Context: an optimization exercise on an open-source flow, tuned for small area. The choices shown serve that exercise and are no tape-out recipe. Only simulation tests tie the RTL to the original design; equivalence was not proved. Power and IR drop assume default switching activity.

==> flow/design.v <==
`default_nettype none
module Inverter
#(
    parameter       WORD_WIDTH         = 0
)
(
    input   wire                       invert,
    input   wire    [WORD_WIDTH-1:0]   in,
    output  reg     [WORD_WIDTH-1:0]   out
);
    always @(*) begin
        out = (invert == 1'b1) ? ~in : in;
    end
endmodule
`default_nettype none
module Addressed_Mux
#(
    parameter       WORD_WIDTH          = 0,
    parameter       ADDR_WIDTH          = 0,
    parameter       INPUT_COUNT         = 0,
    parameter   TOTAL_WIDTH = WORD_WIDTH * INPUT_COUNT
)
(
    input   wire    [ADDR_WIDTH-1:0]    addr,    
    input   wire    [TOTAL_WIDTH-1:0]   in,
    output  reg     [WORD_WIDTH-1:0]    out
);
    integer i;
    always @(*) begin
        out = {WORD_WIDTH{1'b0}};
        for (i = 0; i < INPUT_COUNT; i = i + 1) begin
            if (addr == i[ADDR_WIDTH-1:0]) begin
                out = in[(i * WORD_WIDTH) +: WORD_WIDTH];
            end
        end
    end
endmodule
`default_nettype none
module Bitwise_2to1_Mux
#(
    parameter WORD_WIDTH = 0
)
(
    input   wire    [WORD_WIDTH-1:0]    select_mask,
    input   wire    [WORD_WIDTH-1:0]    in1,
    input   wire    [WORD_WIDTH-1:0]    in2,
    output  wire    [WORD_WIDTH-1:0]    out
);
    generate
        genvar j;
        for(j = 0; j < WORD_WIDTH; j = j+1) begin: per_bit
            Addressed_Mux
            #(
                .WORD_WIDTH     (1),
                .ADDR_WIDTH     (1),
                .INPUT_COUNT    (2)
            )
            Mux
            (
                .addr           (select_mask[j]),    
                .in             ({in2[j],in1[j]}),
                .out            (out[j])
            );
        end
    endgenerate
endmodule
`default_nettype none
module Dyadic_Boolean_Operator
#(
    parameter WORD_WIDTH                        = 0
)
(
    input   wire    [4-1:0]    op,
    input   wire    [WORD_WIDTH-1:0]            a,
    input   wire    [WORD_WIDTH-1:0]            b,
    output  wire    [WORD_WIDTH-1:0]            o
);
    generate
        genvar i;
        for(i = 0; i < WORD_WIDTH; i = i+1) begin: per_bit
            Addressed_Mux
            #(
                .WORD_WIDTH     (1),
                .ADDR_WIDTH     (2),
                .INPUT_COUNT    (4)
            )
            Operator
            (
                .addr           ({a[i],b[i]}),    
                .in             (op),
                .out            (o[i])
            );
        end
    endgenerate
endmodule
`default_nettype none
module Carryin_Calculator
#(
    parameter WORD_WIDTH = 0
)
(
    input   wire    [WORD_WIDTH-1:0]    A,
    input   wire    [WORD_WIDTH-1:0]    B,
    input   wire    [WORD_WIDTH-1:0]    S,
    output  reg     [WORD_WIDTH-1:0]    Cin
);
    always @(*) begin
        Cin = A ^ B ^ S;
    end
endmodule
`default_nettype none
module AddSub_Ripple_Carry_NoCarry
#(
    parameter               WORD_WIDTH          = 0
)
(
    input   wire    signed  [WORD_WIDTH-1:0]    A,
    input   wire                                A_negative,
    input   wire    signed  [WORD_WIDTH-1:0]    B,
    input   wire                                B_negative,
    output  reg     signed  [WORD_WIDTH-1:0]    sum,
    output  reg                                 carry_out,
    output  reg                                 overflow
);
    localparam ZERO = {WORD_WIDTH{1'b0}};
    wire [WORD_WIDTH-1:0] A_signed;
    wire [WORD_WIDTH-1:0] B_signed;
    Inverter
    #(
        .WORD_WIDTH (WORD_WIDTH)
    )
    A_inv
    (
        .invert     (A_negative),
        .in         (A),
        .out        (A_signed)
    );
    Inverter
    #(
        .WORD_WIDTH (WORD_WIDTH)
    )
    B_inv
    (
        .invert     (B_negative),
        .in         (B),
        .out        (B_signed)
    );
    reg [WORD_WIDTH-1:0] A_negative_ext;
    reg [WORD_WIDTH-1:0] B_negative_ext;
    always @(*) begin
        A_negative_ext = {{WORD_WIDTH-1{1'b0}},A_negative};
        B_negative_ext = {{WORD_WIDTH-1{1'b0}},B_negative};
    end
    always @(*) begin
        {carry_out,sum} = A_signed + B_signed + A_negative_ext + B_negative_ext;
    end
    wire carry_in;
    Carryin_Calculator
    #(
        .WORD_WIDTH (1)
    )
    MSB_Cin
    (
        .A          (A_signed[WORD_WIDTH-1]),
        .B          (B_signed[WORD_WIDTH-1]),
        .S          (sum     [WORD_WIDTH-1]),
        .Cin        (carry_in)
    );
    always @(*) begin
        overflow = carry_in ^ carry_out;  
    end
endmodule
`default_nettype none
module Delay_Line 
#(
    parameter       DEPTH           = 0, 
    parameter       WIDTH           = 0
) 
(
    /*verilator lint_off UNUSED*/
    input   wire                    clock,
    /*verilator lint_on UNUSED*/
    input   wire    [WIDTH-1:0]     in,
    output  reg     [WIDTH-1:0]     out
);
    localparam ZERO = {WIDTH{1'b0}};
    generate
        if (DEPTH == 0) begin
            always @(*) begin
                out = in;
            end
        end
        else begin
            integer i;
            reg [WIDTH-1:0] stage [DEPTH-1:0];
            always @(posedge clock) begin
                stage[0] <= in;
                for(i = 1; i < DEPTH; i = i + 1) begin
                    stage[i] <= stage[i-1];
                end
            end
            always @(*) begin
                out = stage[DEPTH-1];
            end
        end
    endgenerate
endmodule
`default_nettype none
module UpDown_Counter
#(
    parameter WORD_WIDTH      = 0,
    parameter INITIAL_COUNT   = 0   
)
(
    input   wire                        clock,
    input   wire                        up_down,         
    input   wire                        run,             
    input   wire                        wren,            
    input   wire    [WORD_WIDTH-1:0]    write_data,
    output  reg     [WORD_WIDTH-1:0]    count,
    output  reg     [WORD_WIDTH-1:0]    next_count       
);
    localparam ZERO         = {WORD_WIDTH{1'b0}};
    localparam ONE          = {{WORD_WIDTH-1{1'b0}},1'b1};
    localparam MINUS_ONE    = ~ZERO;
    reg [WORD_WIDTH-1:0] increment;
    always @(*) begin
        increment   = (up_down == 1'b1) ? ONE : MINUS_ONE;
        next_count  = (wren    == 1'b1) ? write_data : (count + increment);
    end
    always @(posedge clock) begin
        count <= ((run == 1'b1) || (wren == 1'b1)) ? next_count : count;
    end
endmodule
`default_nettype none
module Thread_Number
#(
    parameter   INITIAL_THREAD                  = 0,
    parameter   THREAD_COUNT                    = 0,
    parameter   THREAD_COUNT_WIDTH              = 0  
)
(
    input   wire                                clock,
    output  wire    [THREAD_COUNT_WIDTH-1:0]    current_thread,
    output  wire    [THREAD_COUNT_WIDTH-1:0]    next_thread
);
    localparam ZERO        = {THREAD_COUNT_WIDTH{1'b0}};
    localparam LAST_THREAD = THREAD_COUNT - 1;
    reg last_thread;
    always @(*) begin
        last_thread = (current_thread == LAST_THREAD [THREAD_COUNT_WIDTH-1:0]);
    end
    UpDown_Counter
    #(
        .WORD_WIDTH     (THREAD_COUNT_WIDTH),
        .INITIAL_COUNT  (INITIAL_THREAD)
    )
    Thread
    (
        .clock          (clock),
        .up_down        (1'b1),          
        .run            (1'b1),          
        .wren           (last_thread),   
        .write_data     (ZERO),
        .count          (current_thread),
        .next_count     (next_thread)
    );
endmodule
`default_nettype none
module RAM_SDP 
#(
    parameter       WORD_WIDTH          = 0,
    parameter       ADDR_WIDTH          = 0,
    parameter       DEPTH               = 0,
    parameter       RAMSTYLE            = "",
    parameter       READ_NEW_DATA       = 0,
    parameter       USE_INIT_FILE       = 0,
    parameter       INIT_FILE           = ""
)
(
    input  wire                         clock,
    input  wire                         wren,
    input  wire     [ADDR_WIDTH-1:0]    write_addr,
    input  wire     [WORD_WIDTH-1:0]    write_data,
    input  wire                         rden,
    input  wire     [ADDR_WIDTH-1:0]    read_addr, 
    output reg      [WORD_WIDTH-1:0]    read_data
);
    localparam ZERO = {WORD_WIDTH{1'b0}};
    reg [WORD_WIDTH-1:0] ram [DEPTH-1:0];
    generate
        if (READ_NEW_DATA == 0) begin
            always @(posedge clock) begin
                if(wren == 1'b1) begin
                    ram[write_addr] <= write_data;
                end
                if(rden == 1'b1) begin
                    read_data <= ram[read_addr];
                end
            end
        end
        /*verilator lint_off BLKSEQ*/
        else begin
            always @(posedge clock) begin
                if(wren == 1'b1) begin
                    ram[write_addr] = write_data;
                end
                if(rden == 1'b1) begin
                    read_data = ram[read_addr];
                end
            end
        end
        /*verilator lint_on BLKSEQ*/
    endgenerate
endmodule
`default_nettype none
module Address_Range_Decoder_Static
#(
    parameter       ADDR_WIDTH          = 0,
    parameter       ADDR_BASE           = 0,
    parameter       ADDR_BOUND          = 0
)
(
    input   wire                        enable,
    input   wire    [ADDR_WIDTH-1:0]    addr,
    output  reg                         hit 
);
    localparam ADDR_COUNT = ADDR_BOUND - ADDR_BASE + 1;
    localparam COUNT_ZERO = {ADDR_COUNT{1'b0}};
    integer                     i;
    reg     [ADDR_COUNT-1:0]    per_addr_match;
    always @(*) begin
        for(i = ADDR_BASE; i <= ADDR_BOUND; i = i + 1) begin : addr_decode
            per_addr_match[i-ADDR_BASE] = (addr == i[ADDR_WIDTH-1:0]);
        end
    end
    reg hit_raw;
    always @(*) begin : is_hit
        hit_raw = | per_addr_match;
        hit     = hit_raw & enable;
    end 
endmodule
`default_nettype none
module R_Flags
#(
    parameter WORD_WIDTH = 0
)
(
    input   wire  [WORD_WIDTH-1:0]  R,
    output  reg                     R_zero,
    output  reg                     R_negative
);
    always @(*) begin
        R_zero     = ~|R;
        R_negative = R[WORD_WIDTH-1];
    end
endmodule
`default_nettype none
module Triadic_ALU_Forward_Path
#(
    parameter       WORD_WIDTH                      = 0
)
(
    input   wire                                    clock,
    input   wire    [20-1:0]   control,     
    input   wire    [WORD_WIDTH-1:0]                A,           
    input   wire    [WORD_WIDTH-1:0]                B,           
    input   wire    [WORD_WIDTH-1:0]                R,           
    input   wire                                    R_zero,      
    input   wire                                    R_negative,  
    input   wire    [WORD_WIDTH-1:0]                S,           
    output  reg     [WORD_WIDTH-1:0]                Ra,          
    output  reg     [WORD_WIDTH-1:0]                Rb,          
    output  wire                                    carry_out,   
    output  wire                                    overflow     
);
    localparam PIPELINE_STAGES              = 4;
    localparam DYADIC_CTRL_WIDTH            = 4;
    localparam R_SELECTOR_CTRL_WIDTH        = 2;
    localparam R_SELECTOR_INPUT_COUNT       = 2**R_SELECTOR_CTRL_WIDTH;
    localparam ADD_SUB_CTRL_WIDTH           = 2;
    localparam ADD_SUB_PIPE_DEPTH           = 2;
    localparam SHIFT_SELECTOR_CTRL_WIDTH    = 2;
    localparam SHIFT_SELECTOR_INPUT_COUNT   = 2**SHIFT_SELECTOR_CTRL_WIDTH;
    localparam SPLIT_SELECTOR_CTRL_WIDTH    = 1;
    localparam SPLIT_SELECTOR_INPUT_COUNT   = 2**SPLIT_SELECTOR_CTRL_WIDTH;
    localparam TRIADIC_DUAL_WIDTH           = 1;
    integer i;
    reg [20-1:0] control_pipeline [PIPELINE_STAGES-1:0];
    always @(*) begin
        control_pipeline[0] = control;
    end
    always @(posedge clock) begin
        for(i = 1; i < PIPELINE_STAGES; i = i+1) begin
            control_pipeline[i] <= control_pipeline[i-1];
        end
    end
    reg [R_SELECTOR_CTRL_WIDTH-1:0]     R_selector      [PIPELINE_STAGES-1:0];
    reg [SPLIT_SELECTOR_CTRL_WIDTH-1:0] split_selector  [PIPELINE_STAGES-1:0];
    reg [SHIFT_SELECTOR_CTRL_WIDTH-1:0] shift_selector  [PIPELINE_STAGES-1:0];
    reg [DYADIC_CTRL_WIDTH-1:0]         dyadic_1        [PIPELINE_STAGES-1:0];
    reg [DYADIC_CTRL_WIDTH-1:0]         dyadic_2        [PIPELINE_STAGES-1:0];
    reg [DYADIC_CTRL_WIDTH-1:0]         dyadic_3        [PIPELINE_STAGES-1:0];
    reg [ADD_SUB_CTRL_WIDTH-1:0]        add_sub         [PIPELINE_STAGES-1:0];
    reg [TRIADIC_DUAL_WIDTH-1:0]        triadic_dual    [PIPELINE_STAGES-1:0];
    always @(*) begin
        for(i = 0; i < PIPELINE_STAGES; i = i+1) begin
            {split_selector[i],shift_selector[i],dyadic_3[i],add_sub[i],triadic_dual[i],dyadic_2[i],dyadic_1[i],R_selector[i]} = control_pipeline[i];
        end
    end
    reg [WORD_WIDTH-1:0] R_zero_mask;
    reg [WORD_WIDTH-1:0] R_negative_mask;
    always @(*) begin
        R_zero_mask     = {WORD_WIDTH{R_zero}};
        R_negative_mask = {WORD_WIDTH{R_negative}};
    end
    wire [WORD_WIDTH-1:0] selected_R_raw;
    Addressed_Mux
    #(
        .WORD_WIDTH     (WORD_WIDTH),
        .ADDR_WIDTH     (R_SELECTOR_CTRL_WIDTH),
        .INPUT_COUNT    (R_SELECTOR_INPUT_COUNT)
    )
    Select_R
    (
        .addr           (R_selector[0]),    
        .in             ({S,R_negative_mask,R_zero_mask,R}),
        .out            (selected_R_raw)
    );
    reg [WORD_WIDTH-1:0] selected_R;
    always @(posedge clock) begin
        selected_R <= selected_R_raw;
    end
    wire [WORD_WIDTH-1:0] D1_raw;
    Dyadic_Boolean_Operator
    #(
        .WORD_WIDTH     (WORD_WIDTH)
    )
    D1
    (
        .op             (dyadic_1[0]),
        .a              (A),
        .b              (B),
        .o              (D1_raw)
    );
    reg [WORD_WIDTH-1:0] D1_out;
    always @(posedge clock) begin
        D1_out <= D1_raw;
    end
    wire [WORD_WIDTH-1:0] D2_raw;
    Dyadic_Boolean_Operator
    #(
        .WORD_WIDTH     (WORD_WIDTH)
    )
    D2
    (
        .op             (dyadic_2[0]),
        .a              (A),
        .b              (B),
        .o              (D2_raw)
    );
    reg [WORD_WIDTH-1:0] D2_out;
    always @(posedge clock) begin
        D2_out <= D2_raw;
    end
    wire [WORD_WIDTH-1:0]   sum_raw;
    wire                    carry_out_raw;
    wire                    overflow_raw;
    AddSub_Ripple_Carry_NoCarry
    #(
        .WORD_WIDTH      (WORD_WIDTH)
    )
    AddSub
    (
        .A              (A),
        .A_negative     (add_sub[0][0]),
        .B              (B),
        .B_negative     (add_sub[0][1]),
        .sum            (sum_raw),
        .carry_out      (carry_out_raw),
        .overflow       (overflow_raw)
    );
    wire [WORD_WIDTH-1:0] sum;
    Delay_Line 
    #(
        .DEPTH  (ADD_SUB_PIPE_DEPTH), 
        .WIDTH  (WORD_WIDTH)
    ) 
    AddSub_pipeline
    (
        .clock  (clock),
        .in     (sum_raw),
        .out    (sum)
    );
    Delay_Line 
    #(
        .DEPTH  (PIPELINE_STAGES), 
        .WIDTH  (2)
    ) 
    Predicates_pipeline
    (
        .clock  (clock),
        .in     ({carry_out_raw,overflow_raw}),
        .out    ({carry_out,overflow})
    );
    wire [WORD_WIDTH-1:0] selected_dyadic_1_raw;
    Bitwise_2to1_Mux
    #(
        .WORD_WIDTH     (WORD_WIDTH)
    )
    SD1
    (
        .select_mask     (selected_R),
        .in1             (D1_out),
        .in2             (D2_out), 
        .out             (selected_dyadic_1_raw)
    );
    reg [WORD_WIDTH-1:0] selected_dyadic_1;
    always @(posedge clock) begin
        selected_dyadic_1 <= selected_dyadic_1_raw;
    end
    wire [WORD_WIDTH-1:0] selected_R_inverted;
    Inverter
    #(
        .WORD_WIDTH     (WORD_WIDTH)
    )
    Triadic_Mode
    (
        .invert (triadic_dual[1]),
        .in     (selected_R),
        .out    (selected_R_inverted)
    );
    wire [WORD_WIDTH-1:0] selected_dyadic_2_raw;
    Bitwise_2to1_Mux
    #(
        .WORD_WIDTH     (WORD_WIDTH)
    )
    SD2
    (
        .select_mask     (selected_R_inverted),
        .in1             (D1_out),
        .in2             (D2_out), 
        .out             (selected_dyadic_2_raw)
    );
    reg [WORD_WIDTH-1:0] selected_dyadic_2;
    always @(posedge clock) begin
        selected_dyadic_2 <= selected_dyadic_2_raw;
    end
    wire [WORD_WIDTH-1:0] D3_raw;
    Dyadic_Boolean_Operator
    #(
        .WORD_WIDTH     (WORD_WIDTH)
    )
    D3
    (
        .op             (dyadic_3[2]),
        .a              (selected_dyadic_2),
        .b              (sum),
        .o              (D3_raw)
    );
    reg [WORD_WIDTH-1:0] D3_out;
    always @(posedge clock) begin
        D3_out <= D3_raw;
    end
    reg [WORD_WIDTH-1:0] selected_dyadic_1_2;
    always @(posedge clock) begin
        selected_dyadic_1_2 <= selected_dyadic_1;
    end
    wire [WORD_WIDTH-1:0] D3_shifted;
    Addressed_Mux
    #(
        .WORD_WIDTH     (WORD_WIDTH),
        .ADDR_WIDTH     (SHIFT_SELECTOR_CTRL_WIDTH),
        .INPUT_COUNT    (SHIFT_SELECTOR_INPUT_COUNT)
    )
    Shift
    (
        .addr           (shift_selector[3]),    
        .in             ({D3_out << 1, $signed(D3_out) >>> 1, $unsigned(D3_out) >>> 1, D3_out}),
        .out            (D3_shifted)
    );
    always @(posedge clock) begin
        Rb <= D3_shifted;
    end
    wire [WORD_WIDTH-1:0] selected_dyadic_1_3;
    Addressed_Mux
    #(
        .WORD_WIDTH     (WORD_WIDTH),
        .ADDR_WIDTH     (SPLIT_SELECTOR_CTRL_WIDTH),
        .INPUT_COUNT    (SPLIT_SELECTOR_INPUT_COUNT)
    )
    Split
    (
        .addr           (split_selector[3]),    
        .in             ({selected_dyadic_1_2,D3_shifted}),
        .out            (selected_dyadic_1_3)
    );
    always @(posedge clock) begin
        Ra <= selected_dyadic_1_3;
    end
endmodule
`default_nettype none
module Triadic_ALU_Feedback_Path
#(
    parameter       WORD_WIDTH          = 0,
    parameter       ADDR_WIDTH          = 0,
    parameter       S_WRITE_ADDR        = 0,
    parameter       S_RAMSTYLE          = "",
    parameter       S_READ_NEW_DATA     = 0,
    parameter       THREAD_COUNT        = 0,
    parameter       THREAD_COUNT_WIDTH  = 0
)
(
    input   wire                        clock,
    input   wire    [WORD_WIDTH-1:0]    Ra,          
    input   wire    [WORD_WIDTH-1:0]    Rb,          
    input   wire    [ADDR_WIDTH-1:0]    DB,          
    input   wire                        IO_Ready,
    input   wire                        Cancel,
    output  wire    [WORD_WIDTH-1:0]    R,           
    output  wire                        R_zero,      
    output  wire                        R_negative,  
    output  wire    [WORD_WIDTH-1:0]    S            
);
    localparam INPUT_SYNC_DEPTH  = 2;
    localparam INPUT_SYNC_WIDTH  = 1 + 1 + ADDR_WIDTH + WORD_WIDTH + WORD_WIDTH;
    localparam OUTPUT_SYNC_DEPTH = 1;
    localparam OUTPUT_SYNC_WIDTH = 1 + 1 + WORD_WIDTH + WORD_WIDTH;
    wire                    IO_Ready_stage2;
    wire                    Cancel_stage2;
    wire [ADDR_WIDTH-1:0]   DB_stage2;
    wire [WORD_WIDTH-1:0]   Ra_stage2;
    wire [WORD_WIDTH-1:0]   Rb_stage2;
    Delay_Line 
    #(
        .DEPTH  (INPUT_SYNC_DEPTH-1), 
        .WIDTH  (INPUT_SYNC_WIDTH)
    ) 
    Input_Sync_Stage3
    (
        .clock  (clock),
        .in     ({IO_Ready,          Cancel,         DB,         Ra,         Rb}),
        .out    ({IO_Ready_stage2,   Cancel_stage2,  DB_stage2,  Ra_stage2,  Rb_stage2})
    );
    reg not_nop;
    always @(*) begin
        not_nop = (IO_Ready_stage2 == 1'b1) & (Cancel_stage2 == 1'b0);
    end
    wire S_wren_stage2;
    Address_Range_Decoder_Static
    #(
        .ADDR_WIDTH     (ADDR_WIDTH),
        .ADDR_BASE      (S_WRITE_ADDR),
        .ADDR_BOUND     (S_WRITE_ADDR) 
    )
    S_ADDR_MATCH
    (
        .enable         (not_nop),
        .addr           (DB_stage2),
        .hit            (S_wren_stage2)   
    );
    wire                    S_wren_stage1;
    wire [WORD_WIDTH-1:0]   Ra_stage1;
    wire [WORD_WIDTH-1:0]   Rb_stage1;
    Delay_Line 
    #(
        .DEPTH  (1), 
        .WIDTH  (WORD_WIDTH + WORD_WIDTH + 1)
    ) 
    Input_Sync_Stage2
    (
        .clock  (clock),
        .in     ({S_wren_stage2,  Ra_stage2,  Rb_stage2}),
        .out    ({S_wren_stage1,  Ra_stage1,  Rb_stage1})
    );
    wire [THREAD_COUNT_WIDTH-1:0] S_thread_write;
    wire [THREAD_COUNT_WIDTH-1:0] S_thread_read;
    Thread_Number
    #(
        .INITIAL_THREAD     (0),
        .THREAD_COUNT       (THREAD_COUNT),
        .THREAD_COUNT_WIDTH (THREAD_COUNT_WIDTH)
    )
    TN_S
    (
        .clock              (clock),
        .current_thread     (S_thread_write),
        .next_thread        (S_thread_read)
    );
    wire [WORD_WIDTH-1:0] S_stage0;
    RAM_SDP 
    #(
        .WORD_WIDTH     (WORD_WIDTH),
        .ADDR_WIDTH     (THREAD_COUNT_WIDTH),
        .DEPTH          (THREAD_COUNT),
        .RAMSTYLE       (S_RAMSTYLE),
        .READ_NEW_DATA  (S_READ_NEW_DATA),
        .USE_INIT_FILE  (0),
        .INIT_FILE      ()
    )
    S_Register
    (
        .clock          (clock),
        .wren           (S_wren_stage1),
        .write_addr     (S_thread_write),
        .write_data     (Rb_stage1),
        .rden           (1'b1),
        .read_addr      (S_thread_read), 
        .read_data      (S_stage0)
    );
    wire R_zero_raw;
    wire R_negative_raw;
    R_Flags
    #(
        .WORD_WIDTH (WORD_WIDTH)
    )
    R_Flags
    (
        .R          (Ra_stage1),
        .R_zero     (R_zero_raw),
        .R_negative (R_negative_raw)
    );
    reg  R_zero_stage0;
    reg  R_negative_stage0;
    always @(posedge clock) begin
        R_zero_stage0       <= R_zero_raw;
        R_negative_stage0   <= R_negative_raw;
    end
    reg [WORD_WIDTH-1:0] Ra_stage0;
    always @(posedge clock) begin
        Ra_stage0 <= Ra_stage1;
    end
    Delay_Line 
    #(
        .DEPTH  (OUTPUT_SYNC_DEPTH), 
        .WIDTH  (OUTPUT_SYNC_WIDTH)
    ) 
    Output_Sync
    (
        .clock  (clock),
        .in     ({Ra_stage0, R_zero_stage0,  R_negative_stage0,  S_stage0}),
        .out    ({R,         R_zero,         R_negative,         S})
    );
endmodule
`default_nettype none
module Triadic_ALU
#(
    parameter       WORD_WIDTH                      = 36,
    parameter       ADDR_WIDTH                      = 12,
    parameter       S_WRITE_ADDR                    = 3072,
    parameter       S_RAMSTYLE                      = "",
    parameter       S_READ_NEW_DATA                 = 0,
    parameter       THREAD_COUNT                    = 8,
    parameter       THREAD_COUNT_WIDTH              = 3,
    parameter       WRITE_RETIME_STAGES             = 3
)
(
    input   wire                                    clock,
    input   wire                                    IO_Ready,
    input   wire                                    Cancel,
    input   wire    [ADDR_WIDTH-1:0]                DB,          
    input   wire    [20-1:0]   control,     
    input   wire    [WORD_WIDTH-1:0]                A,           
    input   wire    [WORD_WIDTH-1:0]                B,           
    output  wire    [WORD_WIDTH-1:0]                Ra,          
    output  wire    [WORD_WIDTH-1:0]                Rb,          
    output  wire                                    carry_out,   
    output  wire                                    overflow     
);
    localparam W = WORD_WIDTH;
    wire [1:0]  R_selector   = control[1:0];
    wire [3:0]  dyadic_1     = control[5:2];
    wire [3:0]  dyadic_2     = control[9:6];
    wire        triadic_dual = control[10];
    wire [1:0]  add_sub      = control[12:11];
    wire [3:0]  dyadic_3     = control[16:13];
    wire [1:0]  shift        = control[18:17];
    wire        split        = control[19];
    reg [7*W-1:0]   Ra_line;     
    reg [6*W-1:0]   Rb_line;     
    reg [7:0]       pred_line;   
    reg [8*W-1:0]   S_ring;      
    reg [2:0]       S_addr_hit;  
    reg [2:0]       S_wren;      
    wire [W-1:0] R          = Ra_line[7*W-1:6*W];
    wire         R_zero     = ~|R;
    wire         R_negative = R[W-1];
    wire [W-1:0] S          = S_ring[8*W-1:7*W];
    reg [W-1:0] X;
    always @(*) begin
        case (R_selector)
            2'd0:      X = R;
            2'd1: X = {W{R_zero}};
            2'd2:  X = {W{R_negative}};
            default:        X = S;
        endcase
    end
    reg [W-1:0] D1, D2, T1, T2, D3;
    integer i;
    always @(*) begin
        for (i = 0; i < W; i = i + 1) begin
            D1[i] = dyadic_1[{A[i], B[i]}];
            D2[i] = dyadic_2[{A[i], B[i]}];
        end
        T1 = (D2 & X) | (D1 & ~X);
        T2 = (D2 & (X ^ {W{triadic_dual}})) | (D1 & ~(X ^ {W{triadic_dual}}));
    end
    wire [W-1:0] A_signed = A ^ {W{add_sub[0]}};
    wire [W-1:0] B_signed = B ^ {W{add_sub[1]}};
    wire [W:0]   sum_full = A_signed + B_signed + add_sub[0] + add_sub[1];
    wire [W-1:0] sum      = sum_full[W-1:0];
    wire         co       = sum_full[W];
    wire         ov       = A_signed[W-1] ^ B_signed[W-1] ^ sum[W-1] ^ co;
    always @(*) begin
        for (i = 0; i < W; i = i + 1) begin
            D3[i] = dyadic_3[{T2[i], sum[i]}];
        end
    end
    reg [W-1:0] Ra_1, Rb_1;
    reg [1:0]   shift_1;
    reg         split_1;
    reg [W-1:0] Rb_shifted;
    always @(*) begin
        case (shift_1)
            2'd0:         Rb_shifted = Rb_1;
            2'd1:        Rb_shifted = {1'b0, Rb_1[W-1:1]};
            2'd2: Rb_shifted = {Rb_1[W-1], Rb_1[W-1:1]};
            default:             Rb_shifted = {Rb_1[W-2:0], 1'b0};
        endcase
    end
    wire [W-1:0] Ra_2 = split_1 ? Ra_1 : Rb_shifted;
    always @(posedge clock) begin
        Ra_1       <= T1;
        Rb_1       <= D3;
        shift_1    <= shift;
        split_1    <= split;
        Ra_line    <= {Ra_line[6*W-1:0], Ra_2};
        Rb_line    <= {Rb_line[5*W-1:0], Rb_shifted};
        pred_line  <= {pred_line[5:0], co, ov};
        S_addr_hit <= {S_addr_hit[1:0], DB == S_WRITE_ADDR[ADDR_WIDTH-1:0]};
        S_wren     <= {S_wren[1:0], S_addr_hit[2] & IO_Ready & ~Cancel};
        S_ring     <= {S_ring[7*W-1:0], S_wren[2] ? Rb_line[6*W-1:5*W] : S};
    end
    assign Ra                   = Ra_line[3*W-1:2*W];
    assign Rb                   = Rb_line[3*W-1:2*W];
    assign {carry_out,overflow} = pred_line[7:6];
endmodule
==> flow/flow/run.sh <==
#!/bin/bash
# The standard layout (standard.sh) with these changes:
#  - after the standard synthesis, the combinational cells are mapped again by
#    ABC for area (flip-flops, their names and the ports are kept as they are);
#  - input and output ports buffered with buf_1 instead of the default delay cell;
#  - clock tree synthesis without dummy loads and with larger sink clusters.
# Logs: make_synth.log, remap.log and make.log here; each ORFS step in orfs/logs.
set -euo pipefail
source flow/knobs.sh
R=orfs/results/sky130hd/Triadic_ALU/base
bash standard.sh synth > make_synth.log 2>&1
cp $R/1_2_yosys.v $R/1_2_yosys_standard.v
yosys -l remap.log -s flow/remap.ys > /dev/null 2>&1
mv $R/1_2_yosys_remap.v $R/1_2_yosys.v
rm -f $R/1_synth.odb $R/1_synth.sdc
bash standard.sh > make.log 2>&1
==> flow/flow/knobs.sh <==
export BUFFER_PORTS_ARGS="-buffer_cell sky130_fd_sc_hd__buf_1"
export CTS_ARGS="-sink_clustering_enable -repair_clock_nets -dont_use_dummy_load -sink_clustering_size 24 -sink_clustering_max_diameter 100"
==> flow/flow/remap.abc <==
&get -n
&st
&synch2
&nf
&put
==> flow/flow/remap.ys <==
# Map the standard synthesis's combinational logic again, for area. The
# flip-flop cells stay as they are (kept as submodules, then blackboxed), so
# their instance names, cell types and connections do not change.
read_liberty -ignore_miss_func /OpenROAD-flow-scripts/flow/platforms/sky130hd/lib/sky130_fd_sc_hd__tt_025C_1v80.lib
read_verilog orfs/results/sky130hd/Triadic_ALU/base/1_2_yosys_standard.v
hierarchy -top Triadic_ALU
setattr -mod -set keep_hierarchy 1 sky130_fd_sc_hd__df*
flatten
opt_clean
abc -script flow/remap.abc -liberty /OpenROAD-flow-scripts/flow/platforms/sky130hd/lib/sky130_fd_sc_hd__tt_025C_1v80.lib -dont_use sky130_fd_sc_hd__probe_p_8 -dont_use sky130_fd_sc_hd__probec_p_8 -dont_use sky130_fd_sc_hd__lpflow_bleeder_1 -dont_use sky130_fd_sc_hd__lpflow_clkbufkapwr_1 -dont_use sky130_fd_sc_hd__lpflow_clkbufkapwr_16 -dont_use sky130_fd_sc_hd__lpflow_clkbufkapwr_2 -dont_use sky130_fd_sc_hd__lpflow_clkbufkapwr_4 -dont_use sky130_fd_sc_hd__lpflow_clkbufkapwr_8 -dont_use sky130_fd_sc_hd__lpflow_clkinvkapwr_1 -dont_use sky130_fd_sc_hd__lpflow_clkinvkapwr_16 -dont_use sky130_fd_sc_hd__lpflow_clkinvkapwr_2 -dont_use sky130_fd_sc_hd__lpflow_clkinvkapwr_4 -dont_use sky130_fd_sc_hd__lpflow_clkinvkapwr_8 -dont_use sky130_fd_sc_hd__lpflow_decapkapwr_12 -dont_use sky130_fd_sc_hd__lpflow_decapkapwr_3 -dont_use sky130_fd_sc_hd__lpflow_decapkapwr_4 -dont_use sky130_fd_sc_hd__lpflow_decapkapwr_6 -dont_use sky130_fd_sc_hd__lpflow_decapkapwr_8 -dont_use sky130_fd_sc_hd__lpflow_inputiso0n_1 -dont_use sky130_fd_sc_hd__lpflow_inputiso0p_1 -dont_use sky130_fd_sc_hd__lpflow_inputiso1n_1 -dont_use sky130_fd_sc_hd__lpflow_inputiso1p_1 -dont_use sky130_fd_sc_hd__lpflow_inputisolatch_1 -dont_use sky130_fd_sc_hd__lpflow_isobufsrc_1 -dont_use sky130_fd_sc_hd__lpflow_isobufsrc_16 -dont_use sky130_fd_sc_hd__lpflow_isobufsrc_2 -dont_use sky130_fd_sc_hd__lpflow_isobufsrc_4 -dont_use sky130_fd_sc_hd__lpflow_isobufsrc_8 -dont_use sky130_fd_sc_hd__lpflow_isobufsrckapwr_16 -dont_use sky130_fd_sc_hd__lpflow_lsbuf_lh_hl_isowell_tap_1 -dont_use sky130_fd_sc_hd__lpflow_lsbuf_lh_hl_isowell_tap_2 -dont_use sky130_fd_sc_hd__lpflow_lsbuf_lh_hl_isowell_tap_4 -dont_use sky130_fd_sc_hd__lpflow_lsbuf_lh_isowell_4 -dont_use sky130_fd_sc_hd__lpflow_lsbuf_lh_isowell_tap_1 -dont_use sky130_fd_sc_hd__lpflow_lsbuf_lh_isowell_tap_2 -dont_use sky130_fd_sc_hd__lpflow_lsbuf_lh_isowell_tap_4
opt_clean -purge
hilomap -singleton -hicell sky130_fd_sc_hd__conb_1 HI -locell sky130_fd_sc_hd__conb_1 LO
blackbox sky130_fd_sc_hd__*
stat -liberty /OpenROAD-flow-scripts/flow/platforms/sky130hd/lib/sky130_fd_sc_hd__tt_025C_1v80.lib
write_verilog -noattr -noexpr -nohex -nodec orfs/results/sky130hd/Triadic_ALU/base/1_2_yosys_remap.v
==> flow/standard.sh <==
#!/bin/bash
# synth_recipe.tcl (not shown) runs the flow's synth.tcl, then flattens the netlist and writes it again
# the make line also repeats each setting of config.mk as NAME=value (left out here)
make -C /OpenROAD-flow-scripts/flow DESIGN_CONFIG=/design/flow/config.mk WORK_HOME=/design/flow/orfs CLKGATE_MAP_FILE= SYNTH_SCRIPT=/design/flow/synth_recipe.tcl "${@:-finish}"
==> flow/config.mk <==
export PLATFORM = sky130hd
export DESIGN_NAME = Triadic_ALU
export DESIGN_NICKNAME = Triadic_ALU
export VERILOG_FILES = /design/flow/design.v
export SDC_FILE = /design/flow/constraint.sdc
export NUM_CORES = 4
export LEC_CHECK = 0
export CAP_MARGIN = 20
export CORE_MARGIN = 2
export CORE_UTILIZATION = 40
export GPL_TIMING_DRIVEN = 0
export SETUP_SLACK_MARGIN = 0.1
export SLEW_MARGIN = 20
==> flow/constraint.sdc <==
create_clock -name core_clock -period 3.7 [get_ports {clock}]
set_input_delay 0.7400 -clock core_clock [delete_from_list [all_inputs] [get_ports {clock}]]
set_output_delay 0.7400 -clock core_clock [all_outputs]
set_load 0.01 [all_outputs]
==> flow_summary_export.csv, run 1 <==
group,metric,value,unit
sta,shortest_clock_period_the_worst_path_allows_after_layout,3.54,ns
critical_path,worstRegToRegCells,13,
finish,flip_flop_and_latch_area,0.0169,mm^2
global_route,grt_pass1_wl,91.5,mm
global_route,grt_util_all_layers,0.182,
min_path,launch_instance_of_the_worst_min_delay_path,"control[18]",
cts,worst_skew_pair.late_latency,0.58,ns
detailed_routing,drt_first_iter_violations,832,
finish,layout.cells.most_common_list,"sky130_fd_sc_hd__dfxtp_1 (843), sky130_fd_sc_hd__buf_1 (162), sky130_fd_sc_hd__nor2_1 (161), sky130_fd_sc_hd__xnor2_1 (126), sky130_fd_sc_hd__a21oi_1 (123)",
cts,numCtsBuffers,42,
detailed_routing,final_antenna_net_count,0,
logic_synthesis,netlist_area_before_placement,0.0255,mm^2
critical_path,crit_required,4.18,ns
global_route,grt_start_max_net_pins,45,
power_and_ir_drop,power_density,673,mW/mm^2
critical_path,rrSetupSlack,0.35,ns
critical_path,worstSetupStartpoint,"control[12]",
die,boundaryPins,181,
global_route,antenna_found_initial,22,
finish,final_layout_size_suffix_gt1_frac,0.134,
finish,final-instance-count-excl-fill,3046,
cts,cts_root_buffer,"sky130_fd_sc_hd__clkbuf_16",
global_route,first_global_vias,15600,
critical_path,start_kind,"input port",
place,port_buffers,180,
sta,drv_slew,0,
sta,slew_headroom,0.460,
logic_synthesis,synth_warnings,1,
die,design.core.area,0.0631,mm^2
place,dp.final_hpwl,43.1,mm
min_path,worstHoldPathType,"in -> reg",
detailed_routing,drt_drc,0,
min_path,worstHoldEndpoint,"shift_1[1]",
power_and_ir_drop,netSwitchingPower,5.45,mW
logic_synthesis,syn_area_per_cell,13.3,um^2
logic_synthesis,netlist_instances,1920,
power_and_ir_drop,internal_power,14.7,mW
power_and_ir_drop,fin_total_pwr,20.2,mW
sta,report.final.setup_viol,0,
sta,setup_repair_after_global_routing_missed_its_margin,"yes",
critical_path,criticalPathCategory,"in -> reg",
sta,setup_total_negative_slack,0,ns
die,std_cell_rows,92,
critical_path,end_kind,"flip-flop",
die,die_y,257,um
power_and_ir_drop,ir_drop,0.316,mV
finish,most_common_cell_after_layout_fill_and_taps_aside,"sky130_fd_sc_hd__dfxtp_1",
cts,max-clock-path-buffers,3,
critical_path,crit_path_max_fanout,19,
sta,worst-slew-pin-transition,0.803,ns
power_and_ir_drop,sw_frac_of_total,0.270,
die,floorplan.initialDensity,0.404,
power_and_ir_drop,p_leak,11.7,nW
sta,fmax,283,MHz
finish,multi_input_combinational_cell_area,0.00929,mm^2
sta,final.setup_skew,0.0379,ns
critical_path,worst_r2r_startpoint,"Ra_line[235]",
critical_path,r2r-end,"Rb_1[14]",
finish,syn_to_final_growth,17.6,%
power_and_ir_drop,clock_power_share,0.231,
place,post-place-cells,2971,
sta,hold_viol_final,0,
logic_synthesis,synth_fp_nets,2027,
die,floorplan.die.width,257,um
power_and_ir_drop,sequentialPowerShare,0.587,
detailed_routing,drt_first_pass_iters,5,
die,design.die.area,0.0658,mm^2
cts,clk_transition_reported_paths,0.09,ns
finish,fin_nets,2302,
global_route,grt-ovfl-total,0,
detailed_routing,routed_wl,60.6,mm
detailed_routing,drt-vias-per-instance,5.01,
detailed_routing,via_count,15300,
power_and_ir_drop,combinational_power_share,0.182,
critical_path,critPathArrivalTime,4.01,ns
outcome,status,"finished clean",
cts,clock_tree_from_tritoncts,"yes",
min_path,min_delay_path_depth,1,
job,cap_violations,0,
detailed_routing,wl_per_cell,19.9,um
cts,cts_hold_buffers,0,
finish,final.fill_count,5614,
cts,htreeDepth,2,
cts,clkSinkCount,845,
sta,layout_worst_path_cycle_share,0.956,
place,place_congestion,0.855,
[worst max-delay path by stage]
| stage | to | slack [ns] |
|---|---|---|
| after floorplan | Rb_1[23] | 0.10 |
| after global placement | Rb_1[18] | -3.59 |
| after detailed placement | Rb_1[23] | -1.15 |
| after CTS | Rb_1[29] | 0.1 |
| after global routing | pred_line[0] | 0.04 |
| final | Rb_1[35] | 0.16 |
[registers in the layout, summed over array words and instances (netlist names)]
signal / flops
Ra_1: 36
Ra_line: 252
Rb_1: 36
Rb_line: 216
S_addr_hit: 3
S_ring: 288
S_wren: 3
pred_line: 8
shift_1: 2
split_1: 1
[per-stage QoR]
step / utilization / setup WS [ns] / cell area (um^2) / hold slack [ns]
after global placement: 0.432 / -3.59 / 27300 / 0.310
after global routing: 0.476 / 0.0378 / 30000 / 0.240
final: 0.476 / 0.163 / 30000 / 0.268
after floorplan: - / 0.104 / 25500 / 0.310
after detailed placement: 0.443 / -1.15 / 28000 / 0.312
after CTS: 0.466 / 0.0991 / 29400 / 0.235
[layout make-up]
cell class	count	area share
flip-flops and latches	845	0.564
multi-input cells	1067	0.310
repair buffers	231	0.0542
well taps	846	0.0353
clock buffers	42	0.0350
inverters	8	0.00100
diodes	7	0.000584
[power by group through the flow]
stage / Sequential, mW / Clock, mW / Combinational (mW)
final: 11.9 / 4.66 / 3.67
after global routing: 12.1 / 5.15 / 3.99
after CTS: 11.9 / 4.81 / 3.48
after detailed placement: 12.1 / 0 / 3.31
after global placement: 12.0 / 0 / 3.19
after floorplan: 11.9 / 0 / 2.11
[metal layers]
layer,vias to the layer above,global-route usage,routed length [um]
li1,7223,-,-
met1,7484,0.228,25800
met2,383,0.304,29200
met3,136,0.0430,3640
met4,30,0.0694,1860
met5,-,0,178
[repair_timing]
item / CTS / global route
gates resized for setup: 43 / 72
endpoints found under the setup margin: 24 / 16
buffers inserted: 10 / 13
pin swaps: 13 / 21
cloned: 2 / 1
[critical path: stages]
cell,delay [ns]
sky130_fd_sc_hd__buf_12,0.15
sky130_fd_sc_hd__buf_16,0.18
sky130_fd_sc_hd__xnor2_2,0.24
sky130_fd_sc_hd__xnor2_2,0.14
sky130_fd_sc_hd__xor2_2,0.21
sky130_fd_sc_hd__buf_4,0.15
sky130_fd_sc_hd__nor3_2,0.20
sky130_fd_sc_hd__nand3_1,0.16
sky130_fd_sc_hd__a21oi_2,0.25
sky130_fd_sc_hd__nor2_1,0.11
sky130_fd_sc_hd__o211a_1,0.30
sky130_fd_sc_hd__o31a_1,0.39
sky130_fd_sc_hd__o31ai_4,0.30
sky130_fd_sc_hd__xnor2_2,0.17
sky130_fd_sc_hd__mux2i_2,0.31
==> inputs of run 2 (changes only) <==
==> flow/flow/knobs.sh (replaced) <==
export BUFFER_PORTS_ARGS="-buffer_cell sky130_fd_sc_hd__buf_1"
export CTS_ARGS="-sink_clustering_enable -repair_clock_nets -dont_use_dummy_load -sink_clustering_size 24 -sink_clustering_max_diameter 100"
export GLOBAL_PLACEMENT_ARGS="-keep_resize_below_overflow 0"
--- a/flow/config.mk
+++ b/flow/config.mk
@@ -7,7 +7,6 @@
 export LEC_CHECK = 0
 export CAP_MARGIN = 20
 export CORE_MARGIN = 2
-export CORE_UTILIZATION = 40
-export GPL_TIMING_DRIVEN = 0
-export SETUP_SLACK_MARGIN = 0.1
+export CORE_UTILIZATION = 55
+export SETUP_SLACK_MARGIN = 0.05
 export SLEW_MARGIN = 20
==> flow_summary_export.csv, run 2 <==
group,metric,value,unit
sta,drv_slew,0,
global_route,grt-ovfl-total,0,
finish,final.fill_count,3510,
cts,worst_skew_pair.late_latency,0.59,ns
finish,most_common_cell_after_layout_fill_and_taps_aside,"sky130_fd_sc_hd__dfxtp_1",
place,port_buffers,180,
critical_path,r2r-end,"Rb_1[0]",
detailed_routing,drt_first_pass_iters,5,
sta,fmax,281,MHz
place,place_congestion,0.894,
job,cap_violations,0,
detailed_routing,final_antenna_net_count,0,
sta,slew_headroom,0.409,
critical_path,start_kind,"input port",
die,boundaryPins,181,
cts,numCtsBuffers,41,
detailed_routing,wl_per_cell,20.2,um
global_route,grt_most_used_layer,"met2",
cts,max-clock-path-buffers,3,
critical_path,criticalPathCategory,"in -> reg",
finish,regMostFlops,"S_ring",
sta,hold_viol_final,0,
critical_path,worstRegToRegCells,12,
finish,final-instance-count-excl-fill,2781,
sta,final.setup_skew,0.0400,ns
finish,syn_to_final_growth,14.2,%
finish,flip_flop_and_latch_area,0.0169,mm^2
die,design.core.area,0.0456,mm^2
logic_synthesis,syn_area_per_cell,13.3,um^2
logic_synthesis,synth_warnings,1,
power_and_ir_drop,ir_drop,0.637,mV
sta,setup_repair_after_global_routing_missed_its_margin,"yes",
cts,cts_root_buffer,"sky130_fd_sc_hd__clkbuf_16",
sta,worst-slew-pin-transition,0.878,ns
finish,final_area,0.0291,mm^2
detailed_routing,via_count,14900,
sta,shortest_clock_period_the_worst_path_allows_after_layout,3.55,ns
global_route,grt_start_max_net_pins,40,
critical_path,setup.worst_path.end,"Rb_1[31]",
place,dp.final_hpwl,40.3,mm
place,post-place-cells,2723,
finish,largest_registers,"S_ring: 288 flops, Ra_line: 252 flops, Rb_line: 216 flops",
die,std_cell_rows,78,
die,floorplan.die.width,219,um
logic_synthesis,synth_fp_nets,2027,
global_route,grt_pass1_wl,83.9,mm
power_and_ir_drop,power_density,683,mW/mm^2
global_route,grt_util_all_layers,0.232,
sta,layout_worst_path_cycle_share,0.960,
finish,layout.cells.most_common_list,"sky130_fd_sc_hd__dfxtp_1 (843), sky130_fd_sc_hd__buf_1 (164), sky130_fd_sc_hd__nor2_1 (162), sky130_fd_sc_hd__xnor2_1 (147), sky130_fd_sc_hd__a21oi_1 (124)",
logic_synthesis,netlist_area_before_placement,0.0255,mm^2
die,die_y,219,um
detailed_routing,routed_wl,56.2,mm
min_path,worstHoldPathType,"in -> reg",
logic_synthesis,netlist_instances,1920,
cts,htreeDepth,2,
place,postPlaceCellArea,0.0276,mm^2
global_route,antenna_found_initial,6,
global_route,grt_use_met3,0.0449,
sta,report.final.setup_viol,0,
cts,clk_transition_reported_paths,0.09,ns
die,design.die.area,0.0481,mm^2
finish,multi_input_combinational_cell_area,0.00894,mm^2
cts,clkSinkCount,845,
detailed_routing,drt_first_iter_violations,806,
global_route,met2_usage,0.385,
global_route,grt_use_met1,0.304,
finish,largest_reg_flops,288,
critical_path,rrSetupSlack,0.41,ns
critical_path,worstSetupStartpoint,"control[11]",
cts,clock_tree_from_tritoncts,"yes",
critical_path,end_kind,"flip-flop",
critical_path,crit_required,4.17,ns
die,floorplan.initialDensity,0.560,
global_route,first_global_vias,14800,
power_and_ir_drop,p_leak,11.4,nW
critical_path,critPathArrivalTime,4.03,ns
finish,fin_nets,2286,
finish,final_layout_size_suffix_gt1_frac,0.108,
cts,cts_hold_buffers,0,
critical_path,crit_path_max_fanout,20,
detailed_routing,drt_drc,0,
detailed_routing,drt-vias-per-instance,5.36,
critical_path,worst_r2r_startpoint,"Ra_line[226]",
outcome,status,"finished clean",
-- run 2: cell count changes in the layout (fill, tap and decap cells not counted), sizes merged --
cell    previous run  this run
clkbuf            44        43
buf              228       213
diode              7         4
-- run 2: how the worst min path moves through the flow --
| stage | startpoint | endpoint | slack, ns | cells after the start |
|---|---|---|---|---|
| after detailed placement | Rb_line[37] | Rb_line[73] | 0.31 | 0 |
| after global routing | control[18] | shift_1[1] | 0.23 | 1 |
| after CTS | control[18] | shift_1[1] | 0.22 | 1 |
| after floorplan | Ra_line[64] | Ra_line[100] | 0.31 | 0 |
| final | control[18] | shift_1[1] | 0.25 | 1 |
| after global placement | Ra_line[134] | Ra_line[170] | 0.31 | 0 |
-- run 2: timing repair --
action | in CTS | in global routing
setup endpoints to repair | 25 | 13
gates resized for setup | 17 | 49
pin swaps | 6 | 14
cloned | 1 | 1
hold endpoints to repair | 0 | 0
setup buffers | 5 | 6
-- run 2: layer usage --
layer,vias up,routed length [um]
li1,7204,-
met3,104,3370
met2,389,26300
met5,-,41
met1,7196,24700
met4,6,1690
-- run 2: cell type report --
cell class,instances,area share
clock buffers,41,0.0352
well taps,600,0.0258
inverters,8,0.00103
multi-input cells,1067,0.307
repair buffers,216,0.0497
flip-flops and latches,845,0.581
diodes,4,0.000344
-- run 2: where the power goes --
part | internal (mW) | total (mW) | switching, mW
logic | 1.49 | 3.44 | 1.94
registers | 11.1 | 11.9 | 0.788
clock network | 1.99 | 4.58 | 2.59
total | 14.6 | 19.9 | 5.32
-- run 2: per-stage QoR --
| step | hold WS, ns | total power [mW] | setup WS [ns] | TNS (ns) | utilization |
|---|---|---|---|---|---|
| 6_report | 0.254 | 19.9 | 0.146 | 0 | 0.639 |
| 5_1_grt | 0.233 | 20.9 | -0.00817 | -0.0117 | 0.639 |
| 4_1_cts | 0.221 | 20.0 | 0.0456 | 0 | 0.631 |
| 3_5_place_dp | 0.312 | 15.3 | -1.17 | -28.80 | 0.605 |
| 3_3_place_gp | 0.310 | 15.2 | -3.48 | -327.12 | 0.591 |
| 2_1_floorplan | 0.310 | 14.0 | 0.0394 | 0 | - |
-- run 2: worst max-delay path, cell delays in order --
cell                        delay, ns
sky130_fd_sc_hd__buf_12          0.14
sky130_fd_sc_hd__bufbuf_16       0.31
sky130_fd_sc_hd__xnor2_1         0.28
sky130_fd_sc_hd__xnor2_1         0.21
sky130_fd_sc_hd__xor2_1          0.40
sky130_fd_sc_hd__or2_0           0.23
sky130_fd_sc_hd__nor2_1          0.08
sky130_fd_sc_hd__a211oi_1        0.29
sky130_fd_sc_hd__and3b_1         0.25
sky130_fd_sc_hd__o41ai_4         0.10
sky130_fd_sc_hd__and2_4          0.16
sky130_fd_sc_hd__a21oi_1         0.16
sky130_fd_sc_hd__xnor2_1         0.16
sky130_fd_sc_hd__mux4_2          0.51
==> inputs of run 3 (changes only) <==
==> flow/flow/remap.abc (replaced) <==
&get -n
&st
&dch
&nf
&st
&dch
&nf
&put
--- a/flow/config.mk
+++ b/flow/config.mk
@@ -7,6 +7,6 @@
 export LEC_CHECK = 0
 export CAP_MARGIN = 20
 export CORE_MARGIN = 2
-export CORE_UTILIZATION = 55
+export CORE_UTILIZATION = 40
 export SETUP_SLACK_MARGIN = 0.05
 export SLEW_MARGIN = 20
==> flow_summary_export.csv, run 3 <==
group,metric,value,unit
outcome,status,"finished clean",
sta,shortest_clock_period_the_worst_path_allows_after_layout,3.54,ns
finish,syn_to_final_growth,17.2,%
critical_path,start_kind,"input port",
critical_path,criticalPathCategory,"in -> reg",
finish,layout.cells.most_common_list,"sky130_fd_sc_hd__dfxtp_1 (843), sky130_fd_sc_hd__nor2_1 (180), sky130_fd_sc_hd__buf_1 (160), sky130_fd_sc_hd__nand2_1 (91), sky130_fd_sc_hd__mux4_2 (87)",
cts,cts_root_buffer,"sky130_fd_sc_hd__clkbuf_16",
global_route,grt_start_max_net_pins,40,
critical_path,worst_r2r_startpoint,"Ra_line[218]",
critical_path,end_kind,"flip-flop",
critical_path,crit_required,4.18,ns
cts,htreeDepth,2,
min_path,launch_instance_of_the_worst_min_delay_path,"control[19]",
sta,worst-slew-pin-transition,0.802,ns
critical_path,r2r-end,"Rb_1[24]",
finish,final_area,0.0301,mm^2
critical_path,worstSetupStartpoint,"control[11]",
power_and_ir_drop,power_density,664,mW/mm^2
job,cap_violations,0,
die,design.die.area,0.0663,mm^2
critical_path,rrSetupSlack,0.31,ns
finish,largest_registers,"S_ring: 288 flops, Ra_line: 252 flops, Rb_line: 216 flops",
sta,holdWs,0.250,ns
die,boundaryPins,181,
detailed_routing,drt_drc,0,
sta,slew_headroom,0.461,
die,design.core.area,0.0633,mm^2
cts,clk_transition_reported_paths,0.08,ns
place,place_congestion,0.871,
place,port_buffers,180,
detailed_routing,final_antenna_net_count,0,
finish,fin_nets,2347,
logic_synthesis,netlist_area_before_placement,0.0257,mm^2
finish,largest_reg_flops,288,
cts,max-clock-path-buffers,3,
cts,clkSinkCount,845,
sta,final.setup_skew,0.0481,ns
critical_path,crit_path_max_fanout,6,
cts,clock_tree_from_tritoncts,"yes",
global_route,antenna_found_initial,21,
logic_synthesis,syn_area_per_cell,13.1,um^2
cts,worst_skew_pair.late_latency,0.59,ns
global_route,grt_util_all_layers,0.175,
min_path,worstHoldEndpoint,"split_1",
logic_synthesis,synth_warnings,1,
critical_path,worstRegToRegCells,11,
detailed_routing,drt_first_iter_violations,759,
die,std_cell_rows,92,
cts,numCtsBuffers,42,
detailed_routing,drt-vias-per-instance,4.99,
die,floorplan.initialDensity,0.406,
power_and_ir_drop,p_leak,11.8,nW
place,post-place-cells,3009,
finish,regMostFlops,"S_ring",
sta,hold_viol_final,0,
finish,most_common_cell_after_layout_fill_and_taps_aside,"sky130_fd_sc_hd__dfxtp_1",
finish,final_layout_size_suffix_gt1_frac,0.136,
sta,fmax,283,MHz
sta,setup_repair_after_global_routing_missed_its_margin,"yes",
detailed_routing,drt_first_pass_iters,5,
cts,cts_hold_buffers,0,
global_route,grt-ovfl-total,0,
min_path,min_delay_path_depth,1,
detailed_routing,wl_per_cell,19.2,um
die,die_y,258,um
finish,utilization_after_layout,0.476,
detailed_routing,via_count,15400,
finish,final-instance-count-excl-fill,3093,
sta,drv_slew,0,
sta,report.final.setup_viol,0,
detailed_routing,routed_wl,59.3,mm
global_route,grt_pass1_wl,89.8,mm
die,floorplan.die.width,258,um
critical_path,critPathArrivalTime,4.02,ns
power_and_ir_drop,ir_drop,0.287,mV
logic_synthesis,synth_fp_nets,2067,
min_path,worstHoldPathType,"in -> reg",
global_route,first_global_vias,15600,
sta,layout_worst_path_cycle_share,0.956,
place,dp.final_hpwl,41.0,mm
place,postPlaceCellArea,0.0280,mm^2
logic_synthesis,netlist_instances,1960,
run 3: area by class of cell:
class / count / area, um^2
antenna: 9 / 22.5
inverter: 8 / 30.0
timing repair buffer: 236 / 1620
clock buffer: 42 / 1050
sequential: 845 / 16900
multi-input combinational: 1107 / 9440
fill: 5657 / 33200
tap: 846 / 1060
run 3: layer usage:
metal  vias up  GRT usage  wire length, um
li1       7379          -                -
met3       149     0.0450             3400
met5         -          0              151
met4        24     0.0637             1870
met1      7490      0.228            26400
met2       378      0.281            27500
run 3: timing repair:
| item | 4_1_cts | 5_1_grt |
|---|---|---|
| hold endpoints to repair | 0 | 0 |
| setup endpoints to repair | 24 | 16 |
| cloned | 0 | 5 |
| resized for setup | 52 | 76 |
| buffers inserted | 15 | 13 |
| pin swaps | 16 | 33 |
run 3: worst max path at each step:
stage | cells past startpoint | slack [ns] | to
detailed placement | 15 | -1.40 | Rb_1[29]
finish | 16 | 0.16 | Rb_1[34]
global placement | 12 | -4.77 | Rb_1[24]
CTS | 15 | 0.03 | Rb_1[29]
global route | 16 | 0.03 | Rb_1[34]
floorplan | 11 | 0.06 | Rb_1[24]
run 3: stage by stage:
step	setup TNS, ns	power (mW)	setup WS [ns]
6_report	0	20.0	0.163
3_5_place_dp	-28.21	15.2	-1.40
2_1_floorplan	0	13.9	0.0640
3_3_place_gp	-417.60	15.1	-4.77
4_1_cts	0	20.0	0.0263
5_1_grt	0	21.1	0.0305
run 3: power breakdown:
group	total, mW	internal [mW]	switching [mW]
logic	3.60	1.56	2.03
clock network	4.65	2.03	2.62
registers	11.8	11.0	0.716
total	20.0	14.6	5.37
run 3: critical path, stage by stage:
cell                        delay [ns]
sky130_fd_sc_hd__buf_16           0.13
sky130_fd_sc_hd__buf_16           0.15
sky130_fd_sc_hd__xnor2_4          0.16
sky130_fd_sc_hd__xor2_2           0.20
sky130_fd_sc_hd__xnor2_2          0.36
sky130_fd_sc_hd__nor4_4           0.09
sky130_fd_sc_hd__buf_4            0.15
sky130_fd_sc_hd__a211oi_4         0.25
sky130_fd_sc_hd__o211a_1          0.27
sky130_fd_sc_hd__o21ai_2          0.13
sky130_fd_sc_hd__a311oi_2         0.37
sky130_fd_sc_hd__a211oi_2         0.11
sky130_fd_sc_hd__or2_1            0.32
sky130_fd_sc_hd__o2111ai_2        0.24
sky130_fd_sc_hd__nor2_1           0.06
sky130_fd_sc_hd__o32ai_1          0.28
==> inputs of run 4 (changes only) <==
==> flow/flow/remap.abc (replaced) <==
&get -n
&st
&synch2
&nf
&put
==> flow_summary_export.csv, run 4 <==
group,metric,value,unit
outcome,status,"finished clean",
place,postPlaceCellArea,0.0280,mm^2
critical_path,worstSetupStartpoint,"control[11]",
logic_synthesis,syn_area_per_cell,13.3,um^2
global_route,grt_use_met1,0.227,
critical_path,crit_required,4.17,ns
sta,worst_slack,0.200,ns
global_route,met2_usage,0.292,
detailed_routing,via_count,15200,
place,place_congestion,0.910,
critical_path,end_kind,"flip-flop",
place,dp.final_hpwl,43.4,mm
finish,largest_reg_flops,288,
critical_path,crit_path_max_fanout,18,
detailed_routing,drt_first_iter_violations,933,
logic_synthesis,netlist_area_before_placement,0.0255,mm^2
critical_path,critical-path-max-stage-delay,0.52,ns
cts,clkSinkCount,845,
place,port_buffers,180,
global_route,grt_pass1_wl,90.4,mm
sta,drv_slew,0,
sta,hold_viol_final,0,
sta,worst-slew-pin-transition,0.727,ns
die,boundaryPins,181,
finish,final.fill_count,5693,
die,die_y,257,um
cts,numCtsBuffers,41,
sta,layout_worst_path_cycle_share,0.946,
global_route,grt-ovfl-total,0,
cts,clk_transition_reported_paths,0.10,ns
detailed_routing,routed_wl,59.6,mm
detailed_routing,drt_first_pass_iters,5,
die,std_cell_rows,92,
die,design.core.area,0.0631,mm^2
critical_path,ordered_list_of_cells_on_the_worst_path,"buf_8 > xnor2_1 > xnor2_2 > xor2_2 > o211ai_1 > a31oi_2 > o211ai_1 > a31oi_4 > o21a_2 > a211oi_4 > o31ai_1 > xnor2_1 > mux4_2",
global_route,grt_most_used_layer,"met2",
sta,shortest_clock_period_the_worst_path_allows_after_layout,3.50,ns
critical_path,rrSetupSlack,0.32,ns
global_route,first_global_vias,15300,
cts,worst_skew_pair.late_latency,0.59,ns
sta,slew_headroom,0.512,
cts,htreeDepth,2,
power_and_ir_drop,fin_total_pwr,19.9,mW
finish,largest_registers,"S_ring: 288 flops, Ra_line: 252 flops, Rb_line: 216 flops",
finish,final_layout_size_suffix_gt1_frac,0.0958,
power_and_ir_drop,power_density,680,mW/mm^2
detailed_routing,final_antenna_net_count,0,
sta,final.setup_skew,0.0434,ns
finish,layout.cells.most_common_list,"sky130_fd_sc_hd__dfxtp_1 (843), sky130_fd_sc_hd__xnor2_1 (164), sky130_fd_sc_hd__nor2_1 (164), sky130_fd_sc_hd__buf_1 (164), sky130_fd_sc_hd__a21oi_1 (125)",
sta,fmax,286,MHz
cts,max-clock-path-buffers,3,
critical_path,criticalPathCategory,"in -> reg",
global_route,grt_use_met3,0.0462,
place,dpl_worst_slack,-1.06,ns
cts,clock_tree_from_tritoncts,"yes",
sta,holdWs,0.262,ns
die,floorplan.initialDensity,0.404,
die,design.die.area,0.0658,mm^2
logic_synthesis,synth_warnings,1,
critical_path,worstRegToRegCells,13,
finish,flip_flop_and_latch_area,0.0169,mm^2
finish,regMostFlops,"S_ring",
power_and_ir_drop,ir_drop,0.332,mV
critical_path,start_kind,"input port",
critical_path,r2r-end,"Rb_1[27]",
finish,syn_to_final_growth,14.9,%
sta,report.final.setup_viol,0,
min_path,worstHoldPathType,"in -> reg",
finish,multi_input_combinational_cell_area,0.00880,mm^2
critical_path,worst_r2r_startpoint,"Ra_line[240]",
detailed_routing,wl_per_cell,19.7,um
detailed_routing,drt_drc,0,
power_and_ir_drop,p_leak,11.3,nW
cts,cts_root_buffer,"sky130_fd_sc_hd__clkbuf_16",
finish,utilization_after_layout,0.465,
global_route,grt_start_max_net_pins,41,
finish,fin_nets,2281,
logic_synthesis,netlist_instances,1920,
critical_path,setup.worst_path.end,"Rb_1[29]",
job,cap_violations,0,
finish,most_common_cell_after_layout_fill_and_taps_aside,"sky130_fd_sc_hd__dfxtp_1",
global_route,antenna_found_initial,24,
finish,final_area,0.0293,mm^2
detailed_routing,drt-vias-per-instance,5.02,
logic_synthesis,synth_fp_nets,2027,
sta,setup_repair_after_global_routing_missed_its_margin,"yes",
die,floorplan.die.width,257,um
global_route,grt_util_all_layers,0.179,
critical_path,critPathArrivalTime,3.97,ns
critical_path,timing.critical_path.slowest_stage_cell,"sky130_fd_sc_hd__mux4_2",
## run 4: how the worst min path moves through the flow
stage | startpoint | end | slack (ns) | cells after the start
finish | control[17] | shift_1[0] | 0.26 | 1
global route | control[18] | shift_1[1] | 0.24 | 1
CTS | control[17] | shift_1[0] | 0.24 | 1
detailed placement | Ra_line[123] | Ra_line[159] | 0.31 | 0
global placement | Rb_line[125] | Rb_line[161] | 0.31 | 0
floorplan | Ra_line[64] | Ra_line[100] | 0.31 | 0
## run 4: what timing repair did
| action | 4_1_cts | 5_1_grt |
|---|---|---|
| hold buffers | 0 | 0 |
| gates resized for setup | 15 | 28 |
| pin swaps | 2 | 9 |
| setup buffers | 1 | 2 |
| gates cloned | 1 | 1 |
| endpoints found under the setup margin | 17 | 19 |
## run 4: cell type report
cell class	instances	share of cell area
Timing Repair Buffer	211	0.0496
Inverter	8	0.00102
Multi-Input combinational cell	1067	0.300
Sequential cell	845	0.577
Tap cell	846	0.0361
Antenna cell	8	0.000683
Clock buffer	41	0.0350
## run 4: through the flow
step	instances	TNS, ns
floorplan	1920	0
global placement	2946	-328.93
detailed placement	2972	-21.31
CTS	3015	0
global route	3026	-0.00351
finish	3026	0
## run 4: per-layer routing
layer / up-vias / wire [um] / part of all wire
li1: 7206 / - / -
met1: 7450 / 26100 / 0.44
met2: 380 / 27800 / 0.47
met3: 135 / 3500 / 0.059
met4: 32 / 1980 / 0.033
met5: - / 196 / 0.0033
## run 4: power breakdown
group | total, mW | switching, mW | internal, mW
Clock | 4.61 | 2.63 | 1.99
Sequential | 11.9 | 0.776 | 11.1
Combinational | 3.44 | 1.98 | 1.46
## run 4: critical path: cells and delay by family
family / cells / cell delay, ns
buffers and inverters: 1 / 0.16
muxes: 1 / 0.52
xor gates and xnor gates: 4 / 0.96
AOI/OAI and AO/OA: 7 / 1.57
==> inputs of run 5 (changes only) <==
--- a/flow/config.mk
+++ b/flow/config.mk
@@ -5,8 +5,8 @@
 export SDC_FILE = /design/flow/constraint.sdc
 export NUM_CORES = 4
 export LEC_CHECK = 0
-export CAP_MARGIN = 20
+export CAP_MARGIN = 0
 export CORE_MARGIN = 2
 export CORE_UTILIZATION = 40
 export SETUP_SLACK_MARGIN = 0.05
-export SLEW_MARGIN = 20
+export SLEW_MARGIN = 0
==> flow_summary_export.csv, run 5 <==
group,metric,value,unit
die,floorplan.die.width,257,um
min_path,worstHoldPathType,"in -> reg",
sta,final.setup_skew,0.0573,ns
logic_synthesis,synth_warnings,1,
cts,cts_root_buffer,"sky130_fd_sc_hd__clkbuf_16",
outcome,status,"finished clean",
power_and_ir_drop,power_density,687,mW/mm^2
global_route,grt_pass1_wl,89.6,mm
finish,most_common_cell_after_layout_fill_and_taps_aside,"sky130_fd_sc_hd__dfxtp_1",
cts,cts_hold_buffers,0,
place,dp.final_hpwl,40.7,mm
detailed_routing,via_count,15100,
detailed_routing,drt_first_pass_iters,5,
global_route,grt_util_all_layers,0.178,
critical_path,rrSetupSlack,0.36,ns
sta,layout_worst_path_cycle_share,0.955,
critical_path,end_kind,"flip-flop",
die,design.die.area,0.0658,mm^2
job,cap_violations,0,
finish,utilization_after_layout,0.461,
sta,report.final.setup_viol,0,
critical_path,criticalPathCategory,"in -> reg",
sta,setup_repair_after_global_routing_missed_its_margin,"yes",
global_route,antenna_found_initial,19,
place,place_congestion,0.910,
detailed_routing,wl_per_cell,19.8,um
logic_synthesis,syn_area_per_cell,13.3,um^2
global_route,grt-ovfl-total,0,
sta,slew_headroom,0.347,
cts,clk_transition_reported_paths,0.09,ns
logic_synthesis,synth_fp_nets,2027,
sta,worst-slew-pin-transition,0.977,ns
sta,shortest_clock_period_the_worst_path_allows_after_layout,3.53,ns
sta,fmax,283,MHz
min_path,launch_instance_of_the_worst_min_delay_path,"control[19]",
cts,numCtsBuffers,42,
critical_path,worstSetupStartpoint,"control[12]",
finish,final_area,0.0291,mm^2
finish,syn_to_final_growth,14.0,%
power_and_ir_drop,ir_drop,0.298,mV
finish,final_layout_size_suffix_gt1_frac,0.0975,
logic_synthesis,netlist_instances,1920,
critical_path,crit_required,4.11,ns
power_and_ir_drop,p_leak,11.2,nW
detailed_routing,final_antenna_net_count,0,
cts,clkSinkCount,845,
detailed_routing,drt_drc,0,
critical_path,critPathArrivalTime,3.95,ns
cts,htreeDepth,2,
die,die_y,257,um
critical_path,crit_path_max_fanout,15,
place,port_buffers,180,
detailed_routing,drt_first_iter_violations,806,
cts,worst_skew_pair.late_latency,0.59,ns
die,floorplan.initialDensity,0.404,
die,boundaryPins,181,
finish,largest_registers,"S_ring: 288 flops, Ra_line: 252 flops, Rb_line: 216 flops",
detailed_routing,routed_wl,59.7,mm
finish,largest_reg_flops,288,
global_route,grt_start_max_net_pins,41,
critical_path,worstRegToRegCells,12,
cts,max-clock-path-buffers,3,
critical_path,start_kind,"input port",
finish,fin_nets,2272,
cts,clock_tree_from_tritoncts,"yes",
critical_path,worst_r2r_startpoint,"Ra_line[221]",
global_route,first_global_vias,15000,
sta,hold_viol_final,0,
min_path,min_delay_path_depth,1,
logic_synthesis,netlist_area_before_placement,0.0255,mm^2
finish,regMostFlops,"S_ring",
finish,layout.cells.most_common_list,"sky130_fd_sc_hd__dfxtp_1 (843), sky130_fd_sc_hd__nor2_1 (163), sky130_fd_sc_hd__buf_1 (163), sky130_fd_sc_hd__xnor2_1 (155), sky130_fd_sc_hd__a21oi_1 (125)",
sta,drv_slew,0,
place,postPlaceCellArea,0.0275,mm^2
die,std_cell_rows,92,
detailed_routing,drt-vias-per-instance,5.01,
die,design.core.area,0.0631,mm^2
## run 5: worst paths after layout
kind	to
min	split_1
max reg2reg	Rb_1[0]
min reg2reg	Ra_line[244]
max	Rb_1[31]
## run 5: critical path: stages
cell	delay [ns]
sky130_fd_sc_hd__buf_8	0.16
sky130_fd_sc_hd__buf_12	0.17
sky130_fd_sc_hd__xnor2_1	0.21
sky130_fd_sc_hd__xor2_1	0.31
sky130_fd_sc_hd__xnor2_2	0.16
sky130_fd_sc_hd__o21ai_4	0.22
sky130_fd_sc_hd__a21oi_2	0.11
sky130_fd_sc_hd__o211ai_1	0.26
sky130_fd_sc_hd__a31oi_4	0.18
sky130_fd_sc_hd__o41ai_4	0.41
sky130_fd_sc_hd__and2_4	0.22
sky130_fd_sc_hd__a21oi_1	0.07
sky130_fd_sc_hd__xnor2_1	0.22
sky130_fd_sc_hd__mux4_2	0.51
## run 5: repair_timing
action / CTS / global route
setup endpoints to repair: 13 / 20
gates cloned: 2 / 2
setup buffers: 1 / 6
gates resized for setup: 17 / 38
pin swaps: 4 / 12
## run 5: through the flow
step	TNS, ns	instances	worst slack, ns	power [mW]	hold slack [ns]
after floorplan	0	1920	0.0394	14.0	0.310
after global placement	-328.93	2946	-3.69	15.2	0.310
after detailed placement	-18.97	2956	-0.996	15.3	0.312
after CTS	0	3001	0.0281	20.0	0.241
after global routing	-0.0386	3014	-0.0386	21.0	0.254
final	0	3015	0.168	20.0	0.266
## run 5: final cells by class
cell class                 instances  area, um^2
multi-input combinational       1067        8880
timing repair buffer             201        1110
fill                            5764       34000
clock buffer                      42        1050
antenna                            6        15.0
sequential                       845       16900
inverter                           8        30.0
tap                              846        1060
## run 5: per-layer routing
| metal | share of wire | GRT usage |
|---|---|---|
| met5 | 0.0029 | 0 |
| met3 | 0.066 | 0.0485 |
| met4 | 0.030 | 0.0652 |
| met2 | 0.46 | 0.288 |
| met1 | 0.44 | 0.227 |
## run 5: report_power, final
part | switching (mW) | total (mW) | internal (mW)
Combinational | 1.98 | 3.41 | 1.44
Sequential | 0.776 | 11.9 | 11.1
Clock | 2.64 | 4.67 | 2.03
Total | 5.39 | 20.0 | 14.6

Check on run 5: ideal ports give 0.168 ns setup slack; a clkbuf_16 on the clock port and buf_2 on the inputs give 0.142 ns; moving port delays by the midpoint clock arrival (0.630 ns) as well gives -0.488 ns.
